Source: an optimization exercise on an open RTL-to-GDS flow (aim: small area). Production flows keep margins and buffers that such runs may drop. At most, simulation tests tie the RTL to the original design; equivalence was not proved. Power figures rest on the tool's default switching activity, not on a simulated workload.

## run 2
Design rtop, start of the top module:
module rtop(clk,rstn,re0,re1,re2,din,pkt_valid,dout0,dout1,dout2,vld0,vld1,vld2,error,busy);
Size in the first run: about 1100 cells after synthesis, about 43 I/O pins.
==> module dec16, before the edit <==
module dec16(en,a,y);
input en;
input [3:0]a;
output [15:0]y;
wire [3:0]nl,nh;
predec2n L(a[1:0],nl);
predec2 H(en,a[3:2],nh);
genvar i,j;
generate for(i=0;i<4;i=i+1) begin:HI
	for(j=0;j<4;j=j+1) begin:LO
		g_nor2 N(nh[i],nl[j],y[4*i+j]);
	end
end endgenerate
endmodule
==> module predec2n, before the edit <==
module predec2n(a,ny);
input [1:0]a;
output [3:0]ny;
assign ny[0]=!(a==2'd0);
assign ny[1]=!(a==2'd1);
assign ny[2]=!(a==2'd2);
assign ny[3]=!(a==2'd3);
endmodule
==> module fsm_r, before the edit <==
module fsm_r(clk,rstn,pkt_valid,low_pkt_valid,sftrst,fifo_full,fifo_empty0,fifo_empty1,fifo_empty2,parity_done,din,busy,detect_add,ld_state,laf_state,we_reg,rst_int_reg,lfd_state);
input clk,rstn,pkt_valid,low_pkt_valid,sftrst,fifo_full,fifo_empty0,fifo_empty1,fifo_empty2,parity_done;
input [1:0]din;
output busy,detect_add,ld_state,laf_state,we_reg,rst_int_reg,lfd_state;
parameter DECODE_ADDR=3'b000,
	  LOAD_FIRST_DATA=3'b011,
	  WAIT_TILL_EMPTY=3'b010,
	  LOAD_DATA=3'b100,
	  LOAD_PARITY=3'b101,
	  FIFO_FULL_STATE=3'b110,
	  LOAD_AFTER_FULL=3'b111,
	  CHECK_PARITY_ERROR=3'b001;
reg [1:0]addr;
reg [2:0]state,nxt;
always @(posedge clk)
	addr<=din;
always@(posedge clk)
	if(!rstn||sftrst)
		state<=DECODE_ADDR;
	else
		state<=nxt;
wire empty_din=din[1]?fifo_empty2:din[0]?fifo_empty1:fifo_empty0;
wire empty_addr=(addr==2'd0)?fifo_empty0:(addr==2'd1)?fifo_empty1:(addr==2'd2)?fifo_empty2:1'b0;
always@(*)
begin
	nxt=DECODE_ADDR;
	case(state)
		DECODE_ADDR:
			if(pkt_valid&&din!=2'd3)
				nxt=empty_din?LOAD_FIRST_DATA:WAIT_TILL_EMPTY;
		LOAD_FIRST_DATA:nxt=LOAD_DATA;
		WAIT_TILL_EMPTY:
			nxt=empty_addr?LOAD_FIRST_DATA:WAIT_TILL_EMPTY;
		LOAD_DATA:
			if(fifo_full)
				nxt=FIFO_FULL_STATE;
			else if(!pkt_valid)
				nxt=LOAD_PARITY;
			else
				nxt=LOAD_DATA;
		LOAD_PARITY:nxt=CHECK_PARITY_ERROR;
		FIFO_FULL_STATE:
			nxt=fifo_full?FIFO_FULL_STATE:LOAD_AFTER_FULL;
		LOAD_AFTER_FULL:
			if(parity_done)
				nxt=DECODE_ADDR;
			else if(low_pkt_valid)
				nxt=LOAD_PARITY;
			else
				nxt=LOAD_DATA;
		CHECK_PARITY_ERROR:
			nxt=fifo_full?FIFO_FULL_STATE:DECODE_ADDR;
	endcase
end
assign lfd_state=(state==LOAD_FIRST_DATA);
assign detect_add=(state==DECODE_ADDR);
assign ld_state=(state==LOAD_DATA);
assign laf_state=(state==LOAD_AFTER_FULL);
assign we_reg=(state==LOAD_DATA)||(state==LOAD_PARITY)||(state==LOAD_AFTER_FULL);
assign rst_int_reg=(state==CHECK_PARITY_ERROR);
assign busy=!((state==DECODE_ADDR)||(state==LOAD_DATA));
endmodule
==> module registerR, before the edit <==
module registerR(clk,rstn,pkt_valid,din,fifo_full,rst_int_reg,detect_add,ld_state,laf_state,lfd_state,parity_done,low_pkt_valid,error,dout);
input clk,rstn,pkt_valid,fifo_full,rst_int_reg,detect_add,ld_state,laf_state,lfd_state;
input [7:0]din;
output reg parity_done,low_pkt_valid,error;
output reg [7:0]dout;
reg [7:0]internal_parity;
reg parity_mismatch;
wire [7:0]x=internal_parity^din;
always@(posedge clk)
	if(lfd_state)
		dout<=internal_parity;
	else if(ld_state?!fifo_full:!pkt_valid)
		dout<=din;
always@(posedge clk)
	if(!rstn||rst_int_reg)
		low_pkt_valid<=0;
	else if(ld_state&&!pkt_valid)
		low_pkt_valid<=1;
always@(posedge clk)
	if(detect_add)
		internal_parity<=din;
	else if(lfd_state&&!pkt_valid)
		internal_parity<=0;
	else if(ld_state&&pkt_valid)
		internal_parity<=x;
always@(posedge clk)
	parity_mismatch<=|x;
always@(posedge clk)
	if(!rstn||detect_add)
		parity_done<=0;
	else
		parity_done<=(ld_state&&!pkt_valid&&!fifo_full)||(laf_state&&!parity_done&&low_pkt_valid);
always@(posedge clk)
	error<=rstn&&parity_done&&parity_mismatch;
endmodule
==> module synch, before the edit <==
module synch(clk,rstn,we_reg,det_addr,re0,re1,re2,empty0,empty1,empty2,full0,full1,full2,din,wr_enb,fifo_full,vld0,vld1,vld2,sft0,sft1,sft2);
input clk,rstn,we_reg,det_addr,re0,re1,re2,empty0,empty1,empty2,full0,full1,full2;
input [1:0]din;
output vld0,vld1,vld2;
output sft0,sft1,sft2;
output fifo_full;
output [2:0]wr_enb;
reg [1:0]fifo_addr;
always@(posedge clk)
	if(det_addr)
		fifo_addr<=din;
assign wr_enb={we_reg&&fifo_addr[1],we_reg&&fifo_addr[0],we_reg&&fifo_addr==2'd0};
assign fifo_full=fifo_addr[1]?full2:fifo_addr[0]?full1:full0;
assign vld0=!empty0;
assign vld1=!empty1;
assign vld2=!empty2;
timeout T0(clk,rstn,vld0,re0,sft0);
timeout T1(clk,rstn,vld1,re1,sft1);
timeout T2(clk,rstn,vld2,re2,sft2);
endmodule
clock: 5.0 ns
lec_check: 0
cap_margin: 20
core_margin: 2
core_utilization: 40
slew_margin: 20
synth_hierarchical: 1
standard.sh (not shown) runs the stock make flow with config.mk's settings and CLKGATE_MAP_FILE= SYNTH_SCRIPT=/design/flow/synth_recipe.tcl, a recipe that flattens the netlist after the stock synthesis.
==> flow/flow/run.sh <==
#!/bin/bash
# Standard ORFS layout, with: every combinational cell first set to the
# smallest cell of its family (repair upsizes where needed), a leaner clock
# tree (no dummy balancing loads, larger sink clusters) and the smallest
# buffer on each port.
set -euo pipefail
here=$(pwd)
export PRE_FLOORPLAN_TCL=$here/flow/downsize.tcl
export CTS_ARGS="-sink_clustering_enable -repair_clock_nets -dont_use_dummy_load -sink_clustering_size ${CTS_SIZE:-30} -sink_clustering_max_diameter ${CTS_DIAM:-100}"
export BUFFER_PORTS_ARGS="-buffer_cell sky130_fd_sc_hd__buf_1"
bash standard.sh > standard.log 2>&1
==> flow/flow/downsize.tcl <==
# Resize every combinational cell to the smallest-area cell of its family
# (same name up to the drive suffix); timing and design repair later in the
# flow upsize where needed. Flip-flops, clock cells and tie cells are left.
set lib_area {}
set fam_best {}
foreach lib [get_libs *] {
  foreach cell [get_lib_cells [get_name $lib]/*] {
    set name [get_name $cell]
    if {![regexp {^(sky130_fd_sc_hd__[a-z0-9]+)_([0-9]+)$} $name -> fam drv]} { continue }
    if {[regexp {__(df|edf|sdf|sedf|dl|sdl|ebuf|einv)} $fam]} { continue }
    if {[regexp {clk|probe|lpflow|dly|conb|tap|fill|decap|diode} $fam]} { continue }
    set area [get_property $cell area]
    if {![dict exists $fam_best $fam]} {
      dict set fam_best $fam [list $name $area $drv]
    } else {
      lassign [dict get $fam_best $fam] bn ba bd
      if {$area < $ba - 1e-6 || (abs($area - $ba) < 1e-6 && $drv > $bd)} {
        dict set fam_best $fam [list $name $area $drv]
      }
    }
  }
}
set n 0
set before 0.0
set after 0.0
foreach inst [get_cells *] {
  set master [get_property $inst ref_name]
  if {![regexp {^(sky130_fd_sc_hd__[a-z0-9]+)_([0-9]+)$} $master -> fam drv]} { continue }
  if {![dict exists $fam_best $fam]} { continue }
  set best [lindex [dict get $fam_best $fam] 0]
  if {$best ne $master} {
    replace_cell $inst $best
    incr n
  }
}
puts "downsize: resized $n cells"
--- input diff run 2..run 5 ---
--- a/flow/design.v
+++ b/flow/design.v
@@ -79,25 +79,17 @@
 input en;
 input [3:0]a;
 output [15:0]y;
 wire [3:0]nl,nh;
-predec2n L(a[1:0],nl);
+predec2 L(1'b1,a[1:0],nl);
 predec2 H(en,a[3:2],nh);
 genvar i,j;
 generate for(i=0;i<4;i=i+1) begin:HI
 	for(j=0;j<4;j=j+1) begin:LO
 		g_nor2 N(nh[i],nl[j],y[4*i+j]);
 	end
 end endgenerate
 endmodule
-module predec2n(a,ny);
-input [1:0]a;
-output [3:0]ny;
-assign ny[0]=!(a==2'd0);
-assign ny[1]=!(a==2'd1);
-assign ny[2]=!(a==2'd2);
-assign ny[3]=!(a==2'd3);
-endmodule
 module predec2(en,a,ny);
 input en;
 input [1:0]a;
 output [3:0]ny;
@@ -190,25 +182,28 @@
 input clk,rstn,pkt_valid,low_pkt_valid,sftrst,fifo_full,fifo_empty0,fifo_empty1,fifo_empty2,parity_done;
 input [1:0]din;
 output busy,detect_add,ld_state,laf_state,we_reg,rst_int_reg,lfd_state;
 parameter DECODE_ADDR=3'b000,
-	  LOAD_FIRST_DATA=3'b011,
+	  LOAD_FIRST_DATA=3'b001,
 	  WAIT_TILL_EMPTY=3'b010,
-	  LOAD_DATA=3'b100,
-	  LOAD_PARITY=3'b101,
-	  FIFO_FULL_STATE=3'b110,
-	  LOAD_AFTER_FULL=3'b111,
-	  CHECK_PARITY_ERROR=3'b001;
+	  LOAD_DATA=3'b011,
+	  LOAD_PARITY=3'b100,
+	  FIFO_FULL_STATE=3'b101,
+	  LOAD_AFTER_FULL=3'b110,
+	  CHECK_PARITY_ERROR=3'b111;
 reg [1:0]addr;
 reg [2:0]state,nxt;
 always @(posedge clk)
-	addr<=din;
+	if(!rstn)
+		addr<=0;
+	else
+		addr<=din;
 always@(posedge clk)
 	if(!rstn||sftrst)
 		state<=DECODE_ADDR;
 	else
 		state<=nxt;
-wire empty_din=din[1]?fifo_empty2:din[0]?fifo_empty1:fifo_empty0;
+wire empty_din=(din==2'd0)?fifo_empty0:(din==2'd1)?fifo_empty1:fifo_empty2;
 wire empty_addr=(addr==2'd0)?fifo_empty0:(addr==2'd1)?fifo_empty1:(addr==2'd2)?fifo_empty2:1'b0;
 always@(*)
 begin
 	nxt=DECODE_ADDR;
@@ -254,11 +249,12 @@
 output reg parity_done,low_pkt_valid,error;
 output reg [7:0]dout;
 reg [7:0]internal_parity;
 reg parity_mismatch;
-wire [7:0]x=internal_parity^din;
 always@(posedge clk)
-	if(lfd_state)
+	if(!rstn)
+		dout<=0;
+	else if(lfd_state)
 		dout<=internal_parity;
 	else if(ld_state?!fifo_full:!pkt_valid)
 		dout<=din;
 always@(posedge clk)
@@ -271,18 +267,21 @@
 		internal_parity<=din;
 	else if(lfd_state&&!pkt_valid)
 		internal_parity<=0;
 	else if(ld_state&&pkt_valid)
-		internal_parity<=x;
+		internal_parity<=internal_parity^din;
 always@(posedge clk)
-	parity_mismatch<=|x;
+	parity_mismatch<=(internal_parity!=din);
 always@(posedge clk)
 	if(!rstn||detect_add)
 		parity_done<=0;
 	else
 		parity_done<=(ld_state&&!pkt_valid&&!fifo_full)||(laf_state&&!parity_done&&low_pkt_valid);
 always@(posedge clk)
-	error<=rstn&&parity_done&&parity_mismatch;
+	if(!rstn)
+		error<=0;
+	else
+		error<=parity_done&&parity_mismatch;
 endmodule
 module synch(clk,rstn,we_reg,det_addr,re0,re1,re2,empty0,empty1,empty2,full0,full1,full2,din,wr_enb,fifo_full,vld0,vld1,vld2,sft0,sft1,sft2);
 input clk,rstn,we_reg,det_addr,re0,re1,re2,empty0,empty1,empty2,full0,full1,full2;
 input [1:0]din;
@@ -291,12 +290,14 @@
 output fifo_full;
 output [2:0]wr_enb;
 reg [1:0]fifo_addr;
 always@(posedge clk)
-	if(det_addr)
+	if(!rstn)
+		fifo_addr<=0;
+	else if(det_addr)
 		fifo_addr<=din;
-assign wr_enb={we_reg&&fifo_addr[1],we_reg&&fifo_addr[0],we_reg&&fifo_addr==2'd0};
-assign fifo_full=fifo_addr[1]?full2:fifo_addr[0]?full1:full0;
+assign wr_enb={we_reg&&fifo_addr==2'd2,we_reg&&fifo_addr==2'd1,we_reg&&fifo_addr==2'd0};
+assign fifo_full=(fifo_addr==2'd0)?full0:(fifo_addr==2'd1)?full1:(fifo_addr==2'd2)?full2:1'b0;
 assign vld0=!empty0;
 assign vld1=!empty1;
 assign vld2=!empty2;
 timeout T0(clk,rstn,vld0,re0,sft0);
Results
- Run 5 closes out successfully: all stages finished, all timing, DRC and antenna checks passed.
- In the flow results for run 5 and run 2, the ratio of final minimum period to clock period is larger on run 5.
- From run 2 to run 5 the numbers moved as follows: die area went up; detailed route wirelength on metal3 shows an increase of 370 µm; cell depth of the worst min-delay path shows no meaningful change; count of mapped cells out of synthesis went up 40; clock skew fell 0.0099 ns.
- Compared with run 2, run 5 shows combinational power that has gone up by more than 10%.
- In the metrics for run 5 and run 2, the one carrying the higher die span in y is run 5.
- Max initial antenna violation count across run 5 and run 2: run 5
- In the reports for run 5 and run 2, the smaller multi-input combinational area share belongs to run 2.
Function not checked in run 5: the RTL went through the layout flow alone.

==> re-timing with driven ports <==
The results above use ideal ports. As a check the final layouts listed here were re-extracted and re-timed, cells and wires unchanged. Step 1, drivers: a clkbuf_16 drives clk and a buf_2 each remaining input, both assumed. Step 2 also shifts input and output timing later by t, the mid clock arrival at the registers, as if the neighbouring blocks saw the same clock. Three values: no drivers, after step 1, after step 2; two values: the first two.
run | t, ns | setup slack, ns | latest minus earliest clock arrival (ns) | cell pins on the clock port's net
run 2 | 0.564 | 1.827 / 1.827 / 1.283 | 0.055 / 0.054 | 1
run 5 | 0.587 | 1.413 / 1.413 / 1.081 | 0.044 / 0.043 | 1
After both steps setup and hold are still met in every run listed. The setup slack of run 2, which loses most, moves by 0.000 ns with the drivers and by -0.544 ns with both steps.
